What follows belongs to an exercise in optimizing a design on an open flow for small area; a production flow would make more cautious choices.
RTL that was checked went through simulation tests only; none was proved equivalent to the original.
No activity file was given, so power comes from the tool's default toggle rates.

Setup of oak:
==> flow/design.v (excerpt) <==
module j1(
  input wire clk,
  input wire resetq,
  output wire io_rd,
  output wire io_wr,
  output wire [15:0] mem_addr,
  output wire mem_wr,
  output wire [15:0] dout,
  input  wire [15:0] mem_din,
  input  wire [15:0] io_din,
  output wire [12:0] code_addr,
  input  wire [15:0] insn);
clock: 4.5 ns
lec_check: 0
cap_margin: 20
core_margin: 2
core_utilization: 40
slew_margin: 20
synth_hierarchical: 1
standard.sh (not shown) runs the stock make flow with config.mk's settings and CLKGATE_MAP_FILE= SYNTH_SCRIPT=/design/flow/synth_recipe.tcl, a recipe that flattens the netlist after the stock synthesis.
==> flow/flow/run.sh <==
#!/bin/bash
# The standard layout (standard.sh) with: the smallest buffer on each port,
# timing-driven placement that does not keep its trial buffering, and a
# clock tree of clkbuf_16 leaf buffers without dummy loads.
set -euo pipefail
export BUFFER_PORTS_ARGS="-buffer_cell sky130_fd_sc_hd__buf_1"
export GPL_KEEP_OVERFLOW=0
export CTS_ARGS="-sink_clustering_enable -repair_clock_nets -buf_list sky130_fd_sc_hd__clkbuf_16 -sink_clustering_size 24 -sink_clustering_max_diameter 100 -dont_use_dummy_load"
bash standard.sh > standard.log 2>&1
In summary, oak completed successfully, with a layout that passed the timing, design-rule and antenna checks.
## Diff of input files: pine against oak
# oak
export LEC_CHECK = 0
export CAP_MARGIN = 20
export CORE_MARGIN = 2
export CORE_UTILIZATION = 40
export SLEW_MARGIN = 20
export SYNTH_HIERARCHICAL = 1
create_clock -name core_clock -period 4.5 [get_ports {clk}]
# pine
export LEC_CHECK = 0
export CAP_MARGIN = 0
export CORE_MARGIN = 2
export CORE_UTILIZATION = 40
export SLEW_MARGIN = 0
export SYNTH_HIERARCHICAL = 1
create_clock -name core_clock -period 4.5 [get_ports {clk}]
==> flow/flow/run.sh <==
#!/bin/bash
# The standard layout (standard.sh) with these changes:
# - synthesis is the standard one except that ABC maps the logic with the
#   area-oriented script flow/area.abc (registers are untouched by ABC);
# - the smallest buffer on each port;
# - timing-driven placement that does not keep its trial buffering;
# - a clock tree of clkbuf_16 leaf buffers without dummy loads.
set -euo pipefail
W=$PWD
sed 's|^source \$::env(SCRIPTS_DIR)/synth_preamble.tcl$|&\nset abc_args [list -script '"$W"'/flow/area.abc {*}[lrange $abc_args 2 end]]|' \
  "$FLOW_HOME/scripts/synth.tcl" > my_synth_body.tcl
grep -q "flow/area.abc" my_synth_body.tcl
sed 's|^source \$::env(SCRIPTS_DIR)/synth.tcl$|source '"$W"'/my_synth_body.tcl|' synth_recipe.tcl > my_synth.tcl
grep -q "my_synth_body.tcl" my_synth.tcl
sed 's|SYNTH_SCRIPT=[^ ]*|SYNTH_SCRIPT='"$W"'/my_synth.tcl|' standard.sh > my_standard.sh
grep -q "SYNTH_SCRIPT=$W/my_synth.tcl" my_standard.sh
export BUFFER_PORTS_ARGS="-buffer_cell sky130_fd_sc_hd__buf_1"
export GPL_KEEP_OVERFLOW=0
export CTS_ARGS="-sink_clustering_enable -repair_clock_nets -buf_list sky130_fd_sc_hd__clkbuf_16 -sink_clustering_size 24 -sink_clustering_max_diameter 100 -dont_use_dummy_load"
bash my_standard.sh > standard.log 2>&1
==> flow/flow/area.abc (new file) <==
strash
&get -n
&st
&syn2
&dch
&nf
&st
&syn2
&dch
&nf
&put
topo
dnsize -c
==> comparison <==
pine reached the final stage; the timing, design-rule and antenna checks on its layout passed.
Summary of pine over oak: max-slew headroom at the worst pin went down, number of clock buffers in the layout went up, post-layout worst setup margin went up.
Compared with oak, in pine core utilization has increased; global-route wire length before repair has decreased; combinational share of power has decreased; total power divided by cell area has decreased.
Inputs modified between pine and birch:
# pine
export LEC_CHECK = 0
export CAP_MARGIN = 0
export CORE_MARGIN = 2
export CORE_UTILIZATION = 40
export SLEW_MARGIN = 0
export SYNTH_HIERARCHICAL = 1
create_clock -name core_clock -period 4.5 [get_ports {clk}]
# birch
export LEC_CHECK = 0
export CAP_MARGIN = 20
export CORE_MARGIN = 2
export CORE_UTILIZATION = 40
export SLEW_MARGIN = 20
export SYNTH_HIERARCHICAL = 1
create_clock -name core_clock -period 4.5 [get_ports {clk}]
==> flow/flow/area.abc <==
strash
dch
map -a
topo
dnsize -c
Notes after the runs:
- Worst slack on hold paths in birch is 0.075 ns higher than in pine
- When the final numbers for pine and birch were put side by side, the count of clock-buffer cells in the layout turned out to be greater in pine.
- Per the comparison of birch with pine, synthesized cell count increased by 161 relative to the old numbers, core utilization increased by 0.40 points relative to the old numbers, fraction of area in registers decreased by 0.71 points relative to the old numbers, share of cell area taken by multi-input logic gates decreased by 1.5 points relative to the old numbers.
- birch was carried through to the last stage, and its layout satisfied the timing, design-rule and antenna checks.
#### Input delta (maple over birch)
==> flow/flow/area.abc <==
strash
&get -n
&st
&syn2
&dch
&nf
&st
&syn2
&dch
&nf
&put
topo
dnsize -c
Notes after the runs:
- maple vs birch, highest fanout seen on the critical path went up by 25.
- Total routed wirelength, birch and maple: higher on birch
- The estimated power of maple ends up lower than the estimate for birch.
- Run comparison: maple critical path launch point insn[13]; birch critical path launch point pc[0]


## lagoon
j1, a different RTL version from the one above (not shown whole).
For scale: about 890 cells after synthesis, ~300 flip-flops.
Settings: LEC_CHECK=0, CAP_MARGIN=20, CORE_MARGIN=2, CORE_UTILIZATION=40, SLEW_MARGIN=20, SYNTH_HIERARCHICAL=1; clock period 4.5 ns.
==> flow/flow/run.sh <==
#!/bin/bash
# The standard layout (standard.sh) with these changes:
# - synthesis is the standard one except that ABC maps the logic with the
#   area-oriented script flow/area.abc (registers are untouched by ABC);
# - the smallest buffer on each port;
# - timing-driven placement that does not keep its trial buffering;
# - a clock tree of clkbuf_16 leaf buffers without dummy loads.
set -euo pipefail
W=$PWD
sed 's|^source \$::env(SCRIPTS_DIR)/synth_preamble.tcl$|&\nset abc_args [list -script '"$W"'/flow/area.abc {*}[lrange $abc_args 2 end]]|' \
  "$FLOW_HOME/scripts/synth.tcl" > my_synth_body.tcl
grep -q "flow/area.abc" my_synth_body.tcl
sed 's|^source \$::env(SCRIPTS_DIR)/synth.tcl$|source '"$W"'/my_synth_body.tcl|' synth_recipe.tcl > my_synth.tcl
grep -q "my_synth_body.tcl" my_synth.tcl
sed 's|SYNTH_SCRIPT=[^ ]*|SYNTH_SCRIPT='"$W"'/my_synth.tcl|' standard.sh > my_standard.sh
grep -q "SYNTH_SCRIPT=$W/my_synth.tcl" my_standard.sh
export BUFFER_PORTS_ARGS="-buffer_cell sky130_fd_sc_hd__buf_1"
export GPL_KEEP_OVERFLOW=0
export CTS_ARGS="-sink_clustering_enable -repair_clock_nets -buf_list sky130_fd_sc_hd__clkbuf_8 -sink_clustering_size 14 -sink_clustering_max_diameter 80 -dont_use_dummy_load"
bash my_standard.sh > standard.log 2>&1
==> flow/flow/area.abc <==
strash
&get -n
&st
&syn2
&dch
&nf
&st
&syn2
&dch
&nf
&put
topo
dnsize -c
lagoon finished all stages; the layout is clean.
What ember does differently from lagoon at the input level:
--- a/flow/flow/run.sh
+++ b/flow/flow/run.sh
@@ -18,2 +18,3 @@
 export GPL_KEEP_OVERFLOW=0
+export RECOVER_POWER=100
 export CTS_ARGS="-sink_clustering_enable -repair_clock_nets -buf_list sky130_fd_sc_hd__clkbuf_8 -sink_clustering_size 14 -sink_clustering_max_diameter 80 -dont_use_dummy_load"
Status for ember and lagoon: clean finish in lagoon only
Finished, but not clean: ember, with capacitance limit, slew limit.
Per the comparison of ember with lagoon, final critical-path share of the clock period fell 0.23 points, actual transition at the worst max-transition pin rose 0.57 ns, least setup slack across all paths after layout rose 0.010 ns.
Looking at ember and lagoon, the total power consumption of the routed design is a wash.
Changes in quartz relative to ember:
--- a/flow/flow/run.sh
+++ b/flow/flow/run.sh
@@ -18,4 +18,3 @@
 export GPL_KEEP_OVERFLOW=0
-export RECOVER_POWER=100
-export CTS_ARGS="-sink_clustering_enable -repair_clock_nets -buf_list sky130_fd_sc_hd__clkbuf_8 -sink_clustering_size 14 -sink_clustering_max_diameter 80 -dont_use_dummy_load"
+export CTS_ARGS="-sink_clustering_enable -repair_clock_nets -buf_list sky130_fd_sc_hd__clkbuf_16 -sink_clustering_size 26 -sink_clustering_max_diameter 110 -dont_use_dummy_load"
 bash my_standard.sh > standard.log 2>&1
quartz: flow completed, timing, DRC and antenna clean. Comparing number of non-clock buffers for ember and quartz, the smaller number came from ember. Taking ember as the reference, in quartz total iterations of the first detailed-routing run now sits at about the same level; die boundary width now sits at about the same level; number of max-capacitance violations reported now sits lower; post-layout instance area now sits higher. quartz ends up with a post-layout net count that is 0.68% lower than in ember. quartz ends up with a met3 usage in global routing that is 0.70 points lower than in ember. In quartz relative to ember, cell count had gone down slightly. On combined global-route utilization of all metal layers, ember and quartz are neck and neck. Across both runs, post-layout worst setup margin was higher for quartz than for ember.
## Diff of input files: juniper against quartz
- SETUP_SLACK_MARGIN now 0.1, previously not set
--- a/flow/flow/run.sh
+++ b/flow/flow/run.sh
@@ -18,2 +18,3 @@
 export GPL_KEEP_OVERFLOW=0
+export RECOVER_POWER=100
 export CTS_ARGS="-sink_clustering_enable -repair_clock_nets -buf_list sky130_fd_sc_hd__clkbuf_16 -sink_clustering_size 26 -sink_clustering_max_diameter 110 -dont_use_dummy_load"
### Flow results
juniper finished all stages; the layout is clean.
Cell area after layout, juniper vs quartz: up slightly
For juniper, the critical path class was register to register, unlike quartz, where it was input port to primary output.
[juniper] met3 routing resource usage after global routing rose 1.5 points relative to quartz
Side by side, data arrival time of the critical path turned out higher in juniper than in quartz.
Function was not checked in any run of this note: the RTL went through the layout flow alone.


v30:
Another version of the RTL of j1 (not shown whole).
Size in the first run: roughly 300 flip-flops.
==> flow/config.mk <==
export PLATFORM = sky130hd
export DESIGN_NAME = j1
export DESIGN_NICKNAME = j1
export VERILOG_FILES = /design/flow/design.v
export SDC_FILE = /design/flow/constraint.sdc
export NUM_CORES = 4
export LEC_CHECK = 0
export CAP_MARGIN = 20
export CORE_MARGIN = 2
export CORE_UTILIZATION = 40
export SETUP_SLACK_MARGIN = 0.05
export SLEW_MARGIN = 20
export SYNTH_HIERARCHICAL = 1
==> flow/constraint.sdc <==
create_clock -name core_clock -period 4.5 [get_ports {clk}]
set_input_delay 0.9000 -clock core_clock [delete_from_list [all_inputs] [get_ports {clk}]]
set_output_delay 0.9000 -clock core_clock [all_outputs]
set_load 0.01 [all_outputs]
==> flow/flow/run.sh <==
#!/bin/bash
# The standard layout (standard.sh) with these changes:
# - synthesis is the standard one except that ABC maps the logic with the
#   area-oriented script flow/area.abc (registers are untouched by ABC);
# - the smallest buffer on each port;
# - timing-driven placement that does not keep its trial buffering;
# - a clock tree of clkbuf_16 leaf buffers without dummy loads.
set -euo pipefail
W=$PWD
sed 's|^source \$::env(SCRIPTS_DIR)/synth_preamble.tcl$|&\nset abc_args [list -script '"$W"'/flow/area.abc {*}[lrange $abc_args 2 end]]|' \
  "$FLOW_HOME/scripts/synth.tcl" > my_synth_body.tcl
grep -q "flow/area.abc" my_synth_body.tcl
sed 's|^source \$::env(SCRIPTS_DIR)/synth.tcl$|source '"$W"'/my_synth_body.tcl|' synth_recipe.tcl > my_synth.tcl
grep -q "my_synth_body.tcl" my_synth.tcl
sed 's|SYNTH_SCRIPT=[^ ]*|SYNTH_SCRIPT='"$W"'/my_synth.tcl|' standard.sh > my_standard.sh
grep -q "SYNTH_SCRIPT=$W/my_synth.tcl" my_standard.sh
export BUFFER_PORTS_ARGS="-buffer_cell sky130_fd_sc_hd__buf_1"
export GPL_KEEP_OVERFLOW=0
export CTS_ARGS="-sink_clustering_enable -repair_clock_nets -buf_list sky130_fd_sc_hd__clkbuf_8 -sink_clustering_size 14 -sink_clustering_max_diameter 80 -dont_use_dummy_load"
bash my_standard.sh > standard.log 2>&1
Scripts as last shown in full above: flow/flow/area.abc
Per the final summary, v30 finished and its layout is clean on timing, DRC and antenna.
Setup changes, v30 to v56
Settings: removing SETUP_SLACK_MARGIN (formerly 0.05).
-- flow/flow/run.sh --
<<< v30, line 17
export BUFFER_PORTS_ARGS="-buffer_cell sky130_fd_sc_hd__buf_1"
export GPL_KEEP_OVERFLOW=0
export CTS_ARGS="-sink_clustering_enable -repair_clock_nets -buf_list sky130_fd_sc_hd__clkbuf_8 -sink_clustering_size 14 -sink_clustering_max_diameter 80 -dont_use_dummy_load"
bash my_standard.sh > standard.log 2>&1
>>> v56, line 17
export BUFFER_PORTS_ARGS="-buffer_cell sky130_fd_sc_hd__buf_1"
export GPL_KEEP_OVERFLOW=0
export CTS_ARGS="-sink_clustering_enable -repair_clock_nets -buf_list sky130_fd_sc_hd__clkbuf_16 -sink_clustering_size 26 -sink_clustering_max_diameter 110 -dont_use_dummy_load"
bash my_standard.sh > standard.log 2>&1
## What came out
Comparing v30 against v56, there is no change at all in floorplan die width. As far as summed area of non-filler cells in the final layout is concerned, v56 and v30 perform about the same. Wire: v56 routes more than v30. For v30, the path type of the worst setup path was flop to flop, unlike v56, where it was primary input to flop. | first-pass GRT wire length | v56 vs v30 | 0.62% higher |. v56 reports its critical path capture point as dstk[5][15] while v30 reports st0[3].
Input-level comparison between v54 and v56:
-- flow/flow/run.sh --
<<< v56, line 5
# - the smallest buffer on each port;
# - timing-driven placement that does not keep its trial buffering;
# - a clock tree of clkbuf_16 leaf buffers without dummy loads.
set -euo pipefail
W=$PWD
>>> v54, line 5
# - the smallest buffer on each port;
# - timing-driven placement that does not keep its trial buffering;
# - a clock tree of clkbuf_8 buffers, at most 14 sinks per leaf buffer,
#   without dummy loads.
set -euo pipefail
W=$PWD
<<< v56, line 17
export BUFFER_PORTS_ARGS="-buffer_cell sky130_fd_sc_hd__buf_1"
export GPL_KEEP_OVERFLOW=0
export CTS_ARGS="-sink_clustering_enable -repair_clock_nets -buf_list sky130_fd_sc_hd__clkbuf_16 -sink_clustering_size 26 -sink_clustering_max_diameter 110 -dont_use_dummy_load"
bash my_standard.sh > standard.log 2>&1
>>> v54, line 18
export BUFFER_PORTS_ARGS="-buffer_cell sky130_fd_sc_hd__buf_1"
export GPL_KEEP_OVERFLOW=0
export CTS_ARGS="-sink_clustering_enable -repair_clock_nets -buf_list sky130_fd_sc_hd__clkbuf_8 -sink_clustering_size 17 -sink_clustering_max_diameter 90 -dont_use_dummy_load"
bash my_standard.sh > standard.log 2>&1
### Flow results
- v54 vs. v56: sequential share of layout area went up by 0.56 points.
- Delta (v54 minus v56): final setup skew moved up; highest clock rate has remained practically unchanged; number of iterations in the first detailed-routing pass dropped 1.
- Largest driver fanout on the critical path down 2 in v54 wrt v56
- The lower violation count after the first detailed-routing iteration of v56 and v54 is in v56.
- Between v56 and v54, the share of final layout cell area taken by non-clock buffers is higher for v56.
- The final reports for v54 and v56 show clock-cell share of area lower in the former.
- Clock latency at the later pin of the worst-skew pair was higher in v54 than in v56.
- Looking at beginning of the critical path, the dsp[1] result is from v54; the insn[14] one comes from v56.
- Delta (v54 minus v56): total power dropped 2.1%; total number of H-tree levels barely changed.
Changes in v5 relative to v54:
-- flow/flow/run.sh --
<<< v54, line 17
grep -q "SYNTH_SCRIPT=$W/my_synth.tcl" my_standard.sh
export BUFFER_PORTS_ARGS="-buffer_cell sky130_fd_sc_hd__buf_1"
export GPL_KEEP_OVERFLOW=0
export CTS_ARGS="-sink_clustering_enable -repair_clock_nets -buf_list sky130_fd_sc_hd__clkbuf_8 -sink_clustering_size 17 -sink_clustering_max_diameter 90 -dont_use_dummy_load"
bash my_standard.sh > standard.log 2>&1
>>> v5, line 17
grep -q "SYNTH_SCRIPT=$W/my_synth.tcl" my_standard.sh
export BUFFER_PORTS_ARGS="-buffer_cell sky130_fd_sc_hd__buf_1"
export CTS_ARGS="-sink_clustering_enable -repair_clock_nets -buf_list sky130_fd_sc_hd__clkbuf_8 -sink_clustering_size 14 -sink_clustering_max_diameter 80 -dont_use_dummy_load"
bash my_standard.sh > standard.log 2>&1
Results
- dsp[1] as the launch point of the critical path was reported by v54, and dsp[0] by v5.
- Lower antenna diode count was reported by v54, not v5.
- Compared with v54, design area in v5 increased by a few percent.
- Compared with v54, v5 shows a lower post-route fraction of the period consumed by the critical path.
- Compared to v54, v5 has layout buffering overhead excluding clock cells 4.1 points higher.

-- re-timing with driven ports --
The results above use ideal ports. As a check the final layouts listed here were re-extracted and re-timed, cells and wires unchanged.
Step 1 (the two cells are an assumption about what drives the block):
set clk [get_ports {clk}]
set_driving_cell -lib_cell sky130_fd_sc_hd__clkbuf_16 $clk
set_driving_cell -lib_cell sky130_fd_sc_hd__buf_2 [delete_from_list [all_inputs] $clk]
Step 2 moves the port delays by t, midway between the first and last clock arrival at a register: inputs arrive t later, outputs are due t later. That takes back most of the time a late clock gives input paths.
Slacks: ideal ports / drivers / drivers and shift; pairs: ideal ports / drivers.
run	t (ns)	setup WS [ns]	worst setup path at the end	worst register clock-pin slew, ns
oak	0.555	0.073 / 0.020 / -0.244	input to register	0.10 / 0.10
pine	0.546	0.127 / 0.076 / -0.306	input to register	0.10 / 0.10
birch	0.549	0.061 / 0.014 / -0.326	input to register	0.11 / 0.11
maple	0.549	0.125 / 0.079 / -0.304	input to register	0.10 / 0.10
lagoon	0.621	0.143 / 0.107 / -0.375	input to register	0.12 / 0.12
ember	0.623	0.153 / 0.110 / -0.372	input to register	0.12 / 0.12
quartz	0.547	0.159 / 0.117 / -0.212	input to register	0.12 / 0.12
juniper	0.548	0.158 / 0.158 / -0.331	input to register	0.11 / 0.11
v30	0.608	0.178 / 0.178 / -0.173	input to register	0.10 / 0.10
v56	0.537	0.124 / 0.079 / -0.387	input to register	0.11 / 0.11
v54	0.591	0.113 / 0.106 / -0.370	input to register	0.12 / 0.12
v5	0.615	0.209 / 0.209 / 0.209	register to register	0.10 / 0.10
The setup slack of ember, which loses most, moves by -0.043 ns with the drivers and by -0.525 ns with both steps.
